Context: an optimization exercise on an open-source flow, tuned for small area, a short achievable clock period and few clock cycles. The choices shown serve that exercise and are no tape-out recipe. In this exercise RTL edits were held to simulation tests only and were not proved equivalent to the original. Power figures rest on the tool's default switching activity, not on a simulated workload.

==> v15: inputs <==
Design CPU, start of the top module:
module CPU(
    input clk,
    input reset,
    input [31:0] idata,    
    output [31:0] iaddr,   
    input [31:0] drdata,   
    output [31:0] daddr,   
    output [31:0] dwdata,  
    output [3:0] we,       
    output [31:0] x31,
    output [31:0] pc
);
clock: 10.0 ns
lec_check: 0
cap_margin: 30
core_margin: 2
core_utilization: 40
place_density: 0.6
setup_slack_margin: 5
slew_margin: 30
run.sh (not shown) runs the stock make flow with config.mk's settings and CLKGATE_MAP_FILE= SYNTH_SCRIPT=/design/flow/synth_recipe.tcl, a recipe that flattens the netlist after the stock synthesis.
==> v4 (differences from v15) <==
--- a/flow/design.v
+++ b/flow/design.v
@@ -15,18 +15,16 @@
     assign pc    = iaddr;
     reg  [31:0] d_ins;
     reg         d_v;
     reg d_lui, d_auipc, d_jal, d_jalr, d_br, d_load, d_store, d_opimm, d_op;
     reg d_use1, d_use2, d_wr;
-    reg  [31:2] d_alt;
-    reg         d_pred;      
     reg  [31:0] e_a, e_b, e_c;
     reg         e_fam, e_fbm, e_fcm;    
     reg  [4:0]  e_rd;
     reg         e_wen, e_load, e_store, e_br, e_jalr;
     reg  [2:0]  e_f3;
-    reg         e_sub, e_sra, e_sgn, e_pred;
+    reg         e_sub, e_sra, e_sgn;
     reg  [7:0]  e_sel;               
     reg  [31:0] m_res;
     reg  [31:0] m_sd;
     reg  [3:0]  m_we;
     reg  [4:0]  m_rd;
@@ -87,29 +85,16 @@
     wire [31:0] imm_i = {{20{d_ins[31]}}, d_ins[31:20]};
     wire [31:0] imm_s = {{20{d_ins[31]}}, d_ins[31:25], d_ins[11:7]};
     wire [31:0] imm_b = {{20{d_ins[31]}}, d_ins[7], d_ins[30:25], d_ins[11:8], 1'b0};
     wire [31:0] imm_u = {d_ins[31:12], 12'b0};
     wire [31:0] imm_j = {{12{d_ins[31]}}, d_ins[19:12], d_ins[20], d_ins[30:21], 1'b0};
-    wire [31:0] f_imm_j = {{12{idata[31]}}, idata[19:12], idata[20], idata[30:21], 1'b0};
-    wire [31:0] f_imm_b = {{20{idata[31]}}, idata[7], idata[30:25], idata[11:8], 1'b0};
-    wire [31:0] f_imm_u = {idata[31:12], 12'b0};
-    wire f_sel_j = idata[6] & idata[3];
-    wire f_sel_b = idata[6] & ~idata[3];
-    wire f_sel_u = ~idata[6];
-    wire [31:2] f_imm = ({30{f_sel_j}} & f_imm_j[31:2]) | ({30{f_sel_b}} & f_imm_b[31:2]) |
-                        ({30{f_sel_u}} & f_imm_u[31:2]);
-    wire [31:2] f_rel = f_pc + f_imm;
-    wire [31:2] f_inc = f_pc + 30'd1;
-    wire f_same  = idata[19:15] == idata[24:20];
-    wire f_br_t  = f_same ? ~(idata[14] ^ idata[12]) : (idata[31] | idata[12]);
-    wire f_fuse  = idata[6] & idata[5] & idata[2] & ~idata[3] &
-                   d_v & d_auipc & (d_ins[11:7] == idata[19:15]) &
-                   (idata[19:15] != 5'd0);
-    wire [31:2] f_jt = d_alt + {{10{idata[31]}}, idata[31:22]};
-    wire f_taken = idata[6] & idata[5] &
-                   (idata[3] | (~idata[2] & f_br_t));
-    wire f_link  = idata[6] & idata[5] & (idata[3] | idata[2] | f_br_t);
+    wire [31:0] d_rel_imm = ({32{is_jal}} & imm_j) | ({32{is_br}} & imm_b) |
+                            ({32{is_auipc}} & imm_u);
+    wire [31:2] rel_s = ~(f_pc ^ d_rel_imm[31:2]);
+    wire [31:2] rel_c = f_pc | d_rel_imm[31:2];
+    wire [31:2] rel_w = rel_s + {rel_c[30:2], 1'b0};
+    wire [31:0] d_rel = {rel_w, d_rel_imm[1:0]};
     wire [31:0] rf1, rf2;
     reg  [31:0] r1, r2;
     integer k;
     always @(*) begin
         r1 = 32'b0;
@@ -125,16 +110,17 @@
     wire wm2 = m_wen && (rs2 == m_rd);
     wire [31:0] v1 = rf1;
     wire [31:0] v2 = rf2;
     wire [31:0] a_n = use1 ? v1 : 32'b0;
     wire [31:0] b_n = (is_op | is_br) ? v2 :
-                      is_auipc ? {d_alt, 2'b00} :
+                      is_auipc ? d_rel :
                       is_store ? imm_s :
                       is_lui   ? imm_u : imm_i;
-    wire [31:0] c_n = is_store ? v2 : {d_alt, 2'b00};
+    wire [31:0] c_n = is_store ? v2 : is_br ? d_rel : {f_pc, 2'b00};
     wire stall = d_v && e_load && e_wen &&
                  ((use1 && rs1 == e_rd) || (use2 && rs2 == e_rd));
+    wire d_jump = d_v && is_jal;
     wire [31:0] A = e_fam ? m_res : e_a;
     wire [31:0] B = e_fbm ? m_res : e_b;
     wire [31:0] C = e_fcm ? m_res : e_c;
     wire [31:0] Bx = e_sub ? ~B : B;
     wire [32:0] sum33 = {A, 1'b1} + {Bx, e_sub};
@@ -180,11 +166,11 @@
                     | ({32{e_sel[4]}} & (A & B))
                     | ({32{e_sel[5]}} & sll)
                     | ({32{e_sel[6]}} & sr)
                     | ({32{e_sel[7]}} & C);
     wire cond  = (e_f3[2] ? lt : eq) ^ e_f3[0];
-    wire redir = (e_br & (cond ^ e_pred)) | (e_jalr & ~e_pred);
+    wire redir = (e_br & cond) | e_jalr;
     wire [31:2] redir_pc = e_jalr ? sum[31:2] : e_c[31:2];
     wire ld_b = e_f3[1:0] == 2'b00;
     wire ld_h = e_f3[1:0] == 2'b01;
     wire ld_w = e_f3[1];
     reg [3:0] be;
@@ -201,25 +187,21 @@
         if (reset)
             f_pc <= 30'b0;
         else if (redir)
             f_pc <= redir_pc;
         else if (!stall) begin
-            if (f_taken)
-                f_pc <= f_rel;
-            else if (f_fuse)
-                f_pc <= f_jt;
+            if (d_jump)
+                f_pc <= d_rel[31:2];
             else
-                f_pc <= f_inc;
+                f_pc <= f_pc + 30'd1;
         end
         if (reset || redir)
             d_v <= 1'b0;
         else if (!stall)
-            d_v <= 1'b1;
+            d_v <= !d_jump;
         if (!stall) begin
             d_ins   <= idata;
-            d_alt   <= f_link ? f_inc : f_rel;
-            d_pred  <= f_taken | f_fuse;
             d_lui   <= f_lui;
             d_auipc <= f_auipc;
             d_jal   <= f_jal;
             d_jalr  <= f_jalr;
             d_br    <= f_br;
@@ -239,11 +221,10 @@
         e_fcm <= is_store && e_wen && (rs2 == e_rd);
         e_rd <= rd;
         e_f3 <= f3;
         e_sub <= is_op && d_ins[30] && f3 == 3'b000;
         e_sra <= d_ins[30];
-        e_pred <= d_pred;
         e_sgn <= is_br ? ~f3[1] : ~f3[0];
         e_sel[0] <= ~((is_op | is_opimm) && f3 != 3'b000) & ~(is_jal | is_jalr);
         e_sel[1] <= (is_op | is_opimm) && f3[2:1] == 2'b01;
         e_sel[2] <= (is_op | is_opimm) && f3 == 3'b100;
         e_sel[3] <= (is_op | is_opimm) && f3 == 3'b110;
==> flow/config.mk (replaced) <==
export PLATFORM = sky130hd
export DESIGN_NAME = CPU
export DESIGN_NICKNAME = CPU
export VERILOG_FILES = /design/flow/design.v
export SDC_FILE = /design/flow/constraint.sdc
export NUM_CORES = 4
export LEC_CHECK = 0
export CAP_MARGIN = 20
export CORE_MARGIN = 2
export CORE_UTILIZATION = 40
export PLACE_DENSITY = 0.6
export SETUP_SLACK_MARGIN = 5
export SLEW_MARGIN = 20
==> comparison table <==
metric                                                              v15              v4
Ratio of cells with drive above 1 in the final layout             0.117           0.119
Proportion of synthesized chip area in sequential cells           0.558           0.560
R2R setup slack                                                 5.04 ns         4.97 ns
Core Box Area                                                0.163 mm^2      0.158 mm^2
Placement-stage cell area                                   0.0713 mm^2     0.0693 mm^2
Count of vias placed by the detailed router                       59800           58200
Non-clock buffer area fraction after layout                      0.0515          0.0545
Overall routed net length                                     332000 um       333000 um
Storage cell area                                           0.0367 mm^2     0.0358 mm^2
EDFF count, synth                                                  1060            1029
Final Cycle Share                                                 0.496           0.503
Antenna violations before repair                                     15              21
Crit-path slowest cell                                          dfxtp_1         dfxtp_4
Instance count of the mapped netlist                               5708            5559
Crit path launch                                              m_res[20]           e_fbm
Area Overhead vs Synth                                            16.5%           17.0%
Layout multi-input combinational cell count                        3846            3667
Clock skew after layout                                       0.0629 ns       0.0534 ns
Data arrival time of the critical path                          5.65 ns         5.71 ns
Mux cell area share after synthesis                              0.0315          0.0312
Floorplan die area                                           0.168 mm^2      0.163 mm^2
Synth cell types                                                     87              85
Post-Syn Area per Cell                                        11.5 um^2       11.5 um^2
Met2 Use GR                                                       0.523           0.574
Routed length on met2                                         130000 um       137000 um
Ratio of routed vias to standard cells                             7.34            7.35
Status                                                   finished clean  finished clean
Testbench counts of v15, summed over its fixed seeds: cycles 44,035.
Testbench counts of v4, summed over its fixed seeds: cycles 50,036.

==> run C <==
==> flow/design.v <==
module CPU(
    input clk,
    input reset,
    input [31:0] idata,    
    output [31:0] iaddr,   
    input [31:0] drdata,   
    output [31:0] daddr,   
    output [31:0] dwdata,  
    output [3:0] we,       
    output [31:0] x31,
    output [31:0] pc
);
    reg  [31:2] f_pc;
    assign iaddr = {f_pc, 2'b00};
    assign pc    = iaddr;
    reg  [31:0] d_ins;
    reg         d_v;
    reg d_lui, d_auipc, d_jal, d_jalr, d_br, d_load, d_store, d_opimm, d_op;
    reg d_use1, d_use2, d_wr;
    reg  [31:2] d_alt;
    reg         d_pred;      
    reg  [31:0] e_a, e_b, e_c;
    reg         e_fam, e_fbm, e_fcm;    
    reg  [4:0]  e_rd;
    reg         e_wen, e_load, e_store, e_br, e_jalr;
    reg  [2:0]  e_f3;
    reg         e_sub, e_sra, e_sgn, e_pred;
    reg  [7:0]  e_sel;               
    reg  [31:0] m_res;
    reg  [31:0] m_sd;
    reg  [3:0]  m_we;
    reg  [4:0]  m_rd;
    reg         m_wen;
    reg         m_res_sel;                      
    reg  [3:0]  m_b0;                           
    reg         m_b1_1, m_b1_3, m_b1_sx;        
    reg         m_hi_d, m_hi_sx;                
    reg  [3:0]  m_sg;                           
    wire [31:0] d = drdata;
    wire ld_sign = |(m_sg & {d[31], d[23], d[15], d[7]});
    wire [31:0] m_val;
    assign m_val[7:0]   = ({8{m_b0[0]}} & d[7:0])   | ({8{m_b0[1]}} & d[15:8]) |
                          ({8{m_b0[2]}} & d[23:16]) | ({8{m_b0[3]}} & d[31:24]) |
                          ({8{m_res_sel}} & m_res[7:0]);
    assign m_val[15:8]  = ({8{m_b1_1}} & d[15:8]) | ({8{m_b1_3}} & d[31:24]) |
                          ({8{m_b1_sx & ld_sign}}) |
                          ({8{m_res_sel}} & m_res[15:8]);
    assign m_val[31:16] = ({16{m_hi_d}} & d[31:16]) |
                          ({16{m_hi_sx & ld_sign}}) |
                          ({16{m_res_sel}} & m_res[31:16]);
    reg [31:0] rf [1:31];
    genvar gi;
    generate
        for (gi = 1; gi < 32; gi = gi + 1) begin : g_rf
            always @(posedge clk)
                if (m_wen && m_rd == gi)
                    rf[gi] <= m_val;
        end
    endgenerate
    assign x31 = rf[31];
    wire [4:0] rs1  = d_ins[19:15];
    wire [4:0] rs2  = d_ins[24:20];
    wire [4:0] rd   = d_ins[11:7];
    wire [2:0] f3   = d_ins[14:12];
    wire is_lui   = d_lui;
    wire is_auipc = d_auipc;
    wire is_jal   = d_jal;
    wire is_jalr  = d_jalr;
    wire is_br    = d_br;
    wire is_load  = d_load;
    wire is_store = d_store;
    wire is_opimm = d_opimm;
    wire is_op    = d_op;
    wire use1 = d_use1;
    wire use2 = d_use2;
    wire wr   = d_wr;
    wire [4:0] f_op = idata[6:2];
    wire f_lui   = f_op == 5'b01101;
    wire f_auipc = f_op == 5'b00101;
    wire f_jal   = f_op == 5'b11011;
    wire f_jalr  = f_op == 5'b11001;
    wire f_br    = f_op == 5'b11000;
    wire f_load  = f_op == 5'b00000;
    wire f_store = f_op == 5'b01000;
    wire f_opimm = f_op == 5'b00100;
    wire f_opr   = f_op == 5'b01100;
    wire [31:0] imm_i = {{20{d_ins[31]}}, d_ins[31:20]};
    wire [31:0] imm_s = {{20{d_ins[31]}}, d_ins[31:25], d_ins[11:7]};
    wire [31:0] imm_b = {{20{d_ins[31]}}, d_ins[7], d_ins[30:25], d_ins[11:8], 1'b0};
    wire [31:0] imm_u = {d_ins[31:12], 12'b0};
    wire [31:0] imm_j = {{12{d_ins[31]}}, d_ins[19:12], d_ins[20], d_ins[30:21], 1'b0};
    wire [31:0] f_imm_j = {{12{idata[31]}}, idata[19:12], idata[20], idata[30:21], 1'b0};
    wire [31:0] f_imm_b = {{20{idata[31]}}, idata[7], idata[30:25], idata[11:8], 1'b0};
    wire [31:0] f_imm_u = {idata[31:12], 12'b0};
    wire f_sel_j = idata[6] & idata[3];
    wire f_sel_b = idata[6] & ~idata[3];
    wire f_sel_u = ~idata[6];
    wire [31:2] f_imm = ({30{f_sel_j}} & f_imm_j[31:2]) | ({30{f_sel_b}} & f_imm_b[31:2]) |
                        ({30{f_sel_u}} & f_imm_u[31:2]);
    wire [31:2] f_rel = f_pc + f_imm;
    wire [31:2] f_inc = f_pc + 30'd1;
    wire f_same  = idata[19:15] == idata[24:20];
    wire f_br_t  = f_same ? ~(idata[14] ^ idata[12]) : (idata[31] | idata[12]);
    wire f_fuse  = idata[6] & idata[5] & idata[2] & ~idata[3] &
                   d_v & d_auipc & (d_ins[11:7] == idata[19:15]) &
                   (idata[19:15] != 5'd0);
    wire [31:2] f_jt = d_alt + {{10{idata[31]}}, idata[31:22]};
    wire f_taken = idata[6] & idata[5] &
                   (idata[3] | (~idata[2] & f_br_t));
    wire f_link  = idata[6] & idata[5] & (idata[3] | idata[2] | f_br_t);
    wire [31:0] rf1, rf2;
    reg  [31:0] r1, r2;
    integer k;
    always @(*) begin
        r1 = 32'b0;
        r2 = 32'b0;
        for (k = 1; k < 32; k = k + 1) begin
            r1 = r1 | ({32{rs1 == k}} & rf[k]);
            r2 = r2 | ({32{rs2 == k}} & rf[k]);
        end
    end
    assign rf1 = r1;
    assign rf2 = r2;
    wire wm1 = m_wen && (rs1 == m_rd);
    wire wm2 = m_wen && (rs2 == m_rd);
    wire [31:0] v1 = rf1;
    wire [31:0] v2 = rf2;
    wire [31:0] a_n = use1 ? v1 : 32'b0;
    wire [31:0] b_n = (is_op | is_br) ? v2 :
                      is_auipc ? {d_alt, 2'b00} :
                      is_store ? imm_s :
                      is_lui   ? imm_u : imm_i;
    wire [31:0] c_n = is_store ? v2 : {d_alt, 2'b00};
    wire stall = d_v && e_load && e_wen &&
                 ((use1 && rs1 == e_rd) || (use2 && rs2 == e_rd));
    wire [31:0] A = e_fam ? m_res : e_a;
    wire [31:0] B = e_fbm ? m_res : e_b;
    wire [31:0] C = e_fcm ? m_res : e_c;
    wire [31:0] Bx = e_sub ? ~B : B;
    wire [32:0] sum33 = {A, 1'b1} + {Bx, e_sub};
    wire [31:0] sum = sum33[32:1];
    wire [31:0] ca = {A[31] ^ e_sgn, A[30:0]};
    wire [31:0] cb = {B[31] ^ e_sgn, B[30:0]};
    wire [31:0] l0 = ~ca & cb;
    wire [31:0] g0 = ca & ~cb;
    wire [15:0] l1, g1;
    wire [7:0]  l2, g2;
    wire [3:0]  l3, g3;
    wire [1:0]  l4, g4;
    genvar gc;
    generate
        for (gc = 0; gc < 16; gc = gc + 1) begin : g_c1
            assign l1[gc] = l0[2*gc+1] | (~g0[2*gc+1] & l0[2*gc]);
            assign g1[gc] = g0[2*gc+1] | (~l0[2*gc+1] & g0[2*gc]);
        end
        for (gc = 0; gc < 8; gc = gc + 1) begin : g_c2
            assign l2[gc] = l1[2*gc+1] | (~g1[2*gc+1] & l1[2*gc]);
            assign g2[gc] = g1[2*gc+1] | (~l1[2*gc+1] & g1[2*gc]);
        end
        for (gc = 0; gc < 4; gc = gc + 1) begin : g_c3
            assign l3[gc] = l2[2*gc+1] | (~g2[2*gc+1] & l2[2*gc]);
            assign g3[gc] = g2[2*gc+1] | (~l2[2*gc+1] & g2[2*gc]);
        end
        for (gc = 0; gc < 2; gc = gc + 1) begin : g_c4
            assign l4[gc] = l3[2*gc+1] | (~g3[2*gc+1] & l3[2*gc]);
            assign g4[gc] = g3[2*gc+1] | (~l3[2*gc+1] & g3[2*gc]);
        end
    endgenerate
    wire lt = l4[1] | (~g4[1] & l4[0]);
    wire gt = g4[1] | (~l4[1] & g4[0]);
    wire eq = ~(lt | gt);
    wire [4:0]  sh  = B[4:0];
    wire [31:0] sll = A << sh;
    wire [63:0] srx = {{32{e_sra & A[31]}}, A} >> sh;
    wire [31:0] sr  = srx[31:0];
    wire [31:0] res = ({32{e_sel[0]}} & sum)
                    | ({32{e_sel[1]}} & {31'b0, lt})
                    | ({32{e_sel[2]}} & (A ^ B))
                    | ({32{e_sel[3]}} & (A | B))
                    | ({32{e_sel[4]}} & (A & B))
                    | ({32{e_sel[5]}} & sll)
                    | ({32{e_sel[6]}} & sr)
                    | ({32{e_sel[7]}} & C);
    wire cond  = (e_f3[2] ? lt : eq) ^ e_f3[0];
    wire redir = (e_br & (cond ^ e_pred)) | (e_jalr & ~e_pred);
    wire [31:2] redir_pc = e_jalr ? sum[31:2] : e_c[31:2];
    wire ld_b = e_f3[1:0] == 2'b00;
    wire ld_h = e_f3[1:0] == 2'b01;
    wire ld_w = e_f3[1];
    reg [3:0] be;
    always @(*) begin
        case (e_f3[1:0])
            2'b00:   be = 4'b0001 << sum[1:0];
            2'b01:   be = sum[1] ? 4'b1100 : 4'b0011;
            default: be = 4'b1111;
        endcase
    end
    wire [31:0] sd = (e_f3[1:0] == 2'b00) ? {4{C[7:0]}} :
                     (e_f3[1:0] == 2'b01) ? {2{C[15:0]}} : C;
    always @(posedge clk) begin
        if (reset)
            f_pc <= 30'b0;
        else if (redir)
            f_pc <= redir_pc;
        else if (!stall) begin
            if (f_taken)
                f_pc <= f_rel;
            else if (f_fuse)
                f_pc <= f_jt;
            else
                f_pc <= f_inc;
        end
        if (reset || redir)
            d_v <= 1'b0;
        else if (!stall)
            d_v <= 1'b1;
        if (!stall) begin
            d_ins   <= idata;
            d_alt   <= f_link ? f_inc : f_rel;
            d_pred  <= f_taken | f_fuse;
            d_lui   <= f_lui;
            d_auipc <= f_auipc;
            d_jal   <= f_jal;
            d_jalr  <= f_jalr;
            d_br    <= f_br;
            d_load  <= f_load;
            d_store <= f_store;
            d_opimm <= f_opimm;
            d_op    <= f_opr;
            d_use1  <= ~(f_lui | f_auipc | f_jal);
            d_use2  <= f_br | f_store | f_opr;
            d_wr    <= ~(f_br | f_store) & (idata[11:7] != 5'd0);
        end
        e_a  <= (use1 && wm1) ? m_val : a_n;
        e_b  <= ((is_op | is_br) && wm2) ? m_val : b_n;
        e_c  <= (is_store && wm2) ? m_val : c_n;
        e_fam <= use1 && e_wen && (rs1 == e_rd);
        e_fbm <= (is_op | is_br) && e_wen && (rs2 == e_rd);
        e_fcm <= is_store && e_wen && (rs2 == e_rd);
        e_rd <= rd;
        e_f3 <= f3;
        e_sub <= is_op && d_ins[30] && f3 == 3'b000;
        e_sra <= d_ins[30];
        e_pred <= d_pred;
        e_sgn <= is_br ? ~f3[1] : ~f3[0];
        e_sel[0] <= ~((is_op | is_opimm) && f3 != 3'b000) & ~(is_jal | is_jalr);
        e_sel[1] <= (is_op | is_opimm) && f3[2:1] == 2'b01;
        e_sel[2] <= (is_op | is_opimm) && f3 == 3'b100;
        e_sel[3] <= (is_op | is_opimm) && f3 == 3'b110;
        e_sel[4] <= (is_op | is_opimm) && f3 == 3'b111;
        e_sel[5] <= (is_op | is_opimm) && f3 == 3'b001;
        e_sel[6] <= (is_op | is_opimm) && f3 == 3'b101;
        e_sel[7] <= is_jal | is_jalr;
        if (reset || redir || stall || !d_v) begin
            e_wen   <= 1'b0;
            e_load  <= 1'b0;
            e_store <= 1'b0;
            e_br    <= 1'b0;
            e_jalr  <= 1'b0;
        end else begin
            e_wen   <= wr;
            e_load  <= is_load;
            e_store <= is_store;
            e_br    <= is_br;
            e_jalr  <= is_jalr;
        end
        m_res  <= res;
        m_sd   <= sd;
        m_rd   <= e_rd;
        m_res_sel <= ~e_load;
        m_b0[0] <= e_load & (ld_w | (ld_h & ~sum[1]) | (ld_b & sum[1:0] == 2'd0));
        m_b0[1] <= e_load & ld_b & sum[1:0] == 2'd1;
        m_b0[2] <= e_load & ((ld_b & sum[1:0] == 2'd2) | (ld_h & sum[1]));
        m_b0[3] <= e_load & ld_b & sum[1:0] == 2'd3;
        m_b1_1  <= e_load & (ld_w | (ld_h & ~sum[1]));
        m_b1_3  <= e_load & ld_h & sum[1];
        m_b1_sx <= e_load & ld_b & ~e_f3[2];
        m_hi_d  <= e_load & ld_w;
        m_hi_sx <= e_load & ~ld_w & ~e_f3[2];
        m_sg[0] <= ld_b & sum[1:0] == 2'd0;
        m_sg[1] <= (ld_b & sum[1:0] == 2'd1) | (ld_h & ~sum[1]);
        m_sg[2] <= ld_b & sum[1:0] == 2'd2;
        m_sg[3] <= (ld_b & sum[1:0] == 2'd3) | (ld_h & sum[1]);
        if (reset) begin
            m_wen <= 1'b0;
            m_we  <= 4'b0;
        end else begin
            m_wen <= e_wen;
            m_we  <= e_store ? be : 4'b0;
        end
    end
    assign daddr  = m_res;
    assign dwdata = m_sd;
    assign we     = m_we;
endmodule
==> flow/flow/run.sh <==
#!/bin/bash
set -euo pipefail
bash standard.sh SETUP_SLACK_MARGIN=6 finish > standard_flow.log 2>&1
==> flow/standard.sh <==
#!/bin/bash
# synth_recipe.tcl (not shown) runs the flow's synth.tcl, then flattens the netlist and writes it again
# the make line also repeats each setting of config.mk as NAME=value (left out here)
make -C /OpenROAD-flow-scripts/flow DESIGN_CONFIG=/design/flow/config.mk WORK_HOME=/design/flow/orfs CLKGATE_MAP_FILE= SYNTH_SCRIPT=/design/flow/synth_recipe.tcl "${@:-finish}"
==> flow/config.mk <==
export PLATFORM = sky130hd
export DESIGN_NAME = CPU
export DESIGN_NICKNAME = CPU
export VERILOG_FILES = /design/flow/design.v
export SDC_FILE = /design/flow/constraint.sdc
export NUM_CORES = 4
export LEC_CHECK = 0
export CAP_MARGIN = 30
export CORE_MARGIN = 2
export CORE_UTILIZATION = 40
export PLACE_DENSITY = 0.6
export SLEW_MARGIN = 30
==> flow/constraint.sdc <==
create_clock -name core_clock -period 10.0 [get_ports {clk}]
set_input_delay 2.0000 -clock core_clock [delete_from_list [all_inputs] [get_ports {clk}]]
set_output_delay 2.0000 -clock core_clock [all_outputs]
set_load 0.01 [all_outputs]
==> run P (differences from run C) <==
--- a/flow/design.v
+++ b/flow/design.v
@@ -26,3 +26,3 @@
     reg  [2:0]  e_f3;
-    reg         e_sub, e_sra, e_sgn, e_pred;
+    reg         e_sub, e_sra, e_sgn, e_inv;    
     reg  [7:0]  e_sel;               
@@ -91,11 +91,12 @@
     wire [31:0] imm_j = {{12{d_ins[31]}}, d_ins[19:12], d_ins[20], d_ins[30:21], 1'b0};
-    wire [31:0] f_imm_j = {{12{idata[31]}}, idata[19:12], idata[20], idata[30:21], 1'b0};
-    wire [31:0] f_imm_b = {{20{idata[31]}}, idata[7], idata[30:25], idata[11:8], 1'b0};
-    wire [31:0] f_imm_u = {idata[31:12], 12'b0};
-    wire f_sel_j = idata[6] & idata[3];
-    wire f_sel_b = idata[6] & ~idata[3];
-    wire f_sel_u = ~idata[6];
-    wire [31:2] f_imm = ({30{f_sel_j}} & f_imm_j[31:2]) | ({30{f_sel_b}} & f_imm_b[31:2]) |
-                        ({30{f_sel_u}} & f_imm_u[31:2]);
-    wire [31:2] f_rel = f_pc + f_imm;
+    wire [20:2] f_off = idata[3] ?
+        {idata[31], idata[19:12], idata[20], idata[30:25], idata[24:22]} :
+        {{9{idata[31]}}, idata[7], idata[30:25], idata[11:9]};
+    wire [19:0] f_lo = {1'b0, f_pc[20:2]} + {1'b0, f_off};
+    wire [31:21] f_hi_p1 = f_pc[31:21] + 11'd1;
+    wire [31:21] f_hi_m1 = f_pc[31:21] - 11'd1;
+    wire [31:21] f_hi = (f_lo[19] & ~idata[31]) ? f_hi_p1 :
+                        (~f_lo[19] & idata[31]) ? f_hi_m1 : f_pc[31:21];
+    wire [31:2] f_rel = {f_hi, f_lo[18:0]};        
+    wire [31:2] f_relu = {f_pc[31:12] + idata[31:12], f_pc[11:2]};
     wire [31:2] f_inc = f_pc + 30'd1;
@@ -106,3 +107,8 @@
                    (idata[19:15] != 5'd0);
-    wire [31:2] f_jt = d_alt + {{10{idata[31]}}, idata[31:22]};
+    wire [10:0] f_jlo = {1'b0, d_alt[11:2]} + {1'b0, idata[31:22]};
+    wire [31:12] d_alt_p1 = d_alt[31:12] + 20'd1;
+    wire [31:12] d_alt_m1 = d_alt[31:12] - 20'd1;
+    wire [31:12] f_jhi = (f_jlo[10] & ~idata[31]) ? d_alt_p1 :
+                         (~f_jlo[10] & idata[31]) ? d_alt_m1 : d_alt[31:12];
+    wire [31:2] f_jt = {f_jhi, f_jlo[9:0]};
     wire f_taken = idata[6] & idata[5] &
@@ -183,4 +189,3 @@
                     | ({32{e_sel[7]}} & C);
-    wire cond  = (e_f3[2] ? lt : eq) ^ e_f3[0];
-    wire redir = (e_br & (cond ^ e_pred)) | (e_jalr & ~e_pred);
+    wire redir = (e_br & ((e_f3[2] ? lt : eq) ^ e_inv)) | e_jalr;
     wire [31:2] redir_pc = e_jalr ? sum[31:2] : e_c[31:2];
@@ -218,3 +223,3 @@
             d_ins   <= idata;
-            d_alt   <= f_link ? f_inc : f_rel;
+            d_alt   <= f_link ? f_inc : idata[6] ? f_rel : f_relu;
             d_pred  <= f_taken | f_fuse;
@@ -243,3 +248,3 @@
         e_sra <= d_ins[30];
-        e_pred <= d_pred;
+        e_inv <= f3[0] ^ d_pred;
         e_sgn <= is_br ? ~f3[1] : ~f3[0];
@@ -264,3 +269,3 @@
             e_br    <= is_br;
-            e_jalr  <= is_jalr;
+            e_jalr  <= is_jalr & ~d_pred;
         end
==> flow/flow/run.sh (replaced) <==
#!/bin/bash
set -euo pipefail
bash standard.sh SETUP_SLACK_MARGIN=6 \
  "BUFFER_PORTS_ARGS=-buffer_cell sky130_fd_sc_hd__buf_1" \
  finish > standard_flow.log 2>&1
--- a/flow/config.mk
+++ b/flow/config.mk
@@ -9,4 +9,6 @@
 export CORE_MARGIN = 2
-export CORE_UTILIZATION = 40
-export PLACE_DENSITY = 0.6
+export CORE_UTILIZATION = 50
+export CTS_CLUSTER_DIAMETER = 100
+export CTS_CLUSTER_SIZE = 24
+export PLACE_DENSITY = 0.65
 export SLEW_MARGIN = 30
==> summary of the runs <==
Against run C, the first-iteration DRC count of run P is larger by about 9%. Of run C and run P, run P has the higher maximum frequency (gap about 0.8%, measured against run P). Between run C and run P, the lower worst setup slack is in run C (gap 0.034 ns). Of run P and run C, run C has the higher die area (gap about 20%, measured against run C). In run P the non-clock buffer count is lower than in run C, by 23. In sequential cell count, run C and run P do not differ. Total power: run C is higher than run P (18%). In run C the register-to-register slack is worse than in run P, by 0.03 ns. Between run P and run C, the lower clock skew is in run P (gap 0.0064 ns). Design area: run C is larger than run P (about 5%). Of run P and run C, run C has the higher clock power (gap 42%, measured against run C).
Testbench counts of run C, summed over its fixed seeds: cycles 44,035.
Testbench counts of run P, summed over its fixed seeds: cycles 44,035.

static timing again, ports no longer ideal:
The results above use ideal ports. As a check the final layouts listed here were re-extracted and re-timed, cells and wires unchanged. Step 1, drivers: a clkbuf_16 drives clk and a buf_2 each remaining input, both assumed. Step 2 also shifts input and output timing later by t, the mid clock arrival at the registers, as if the neighbouring blocks saw the same clock. Slacks: ideal / step 1 / step 2; pairs: ideal / step 1.
| run | shift t [ns] | setup slack, ns | hold WS [ns] | clock arrival spread, ns | slew at the worst register clock pin (ns) |
|---|---|---|---|---|---|
| v15 | 0.873 | 5.039 / 5.039 / 4.261 | 0.365 / 0.365 / 0.365 | 0.066 / 0.065 | 0.07 / 0.07 |
| v4 | 0.879 | 4.974 / 4.974 / 4.916 | 0.402 / 0.402 / 0.402 | 0.055 / 0.055 | 0.07 / 0.07 |
| run C | 0.865 | 5.635 / 5.635 / 4.770 | 0.314 / 0.314 / 0.314 | 0.058 / 0.058 | 0.08 / 0.08 |
| run P | 0.814 | 5.669 / 5.669 / 4.924 | 0.397 / 0.397 / 0.397 | 0.054 / 0.054 | 0.11 / 0.11 |
After both steps every run listed still meets setup and hold. The setup slack of run C, which loses most, moves by 0.000 ns with the drivers and by -0.865 ns with both steps.
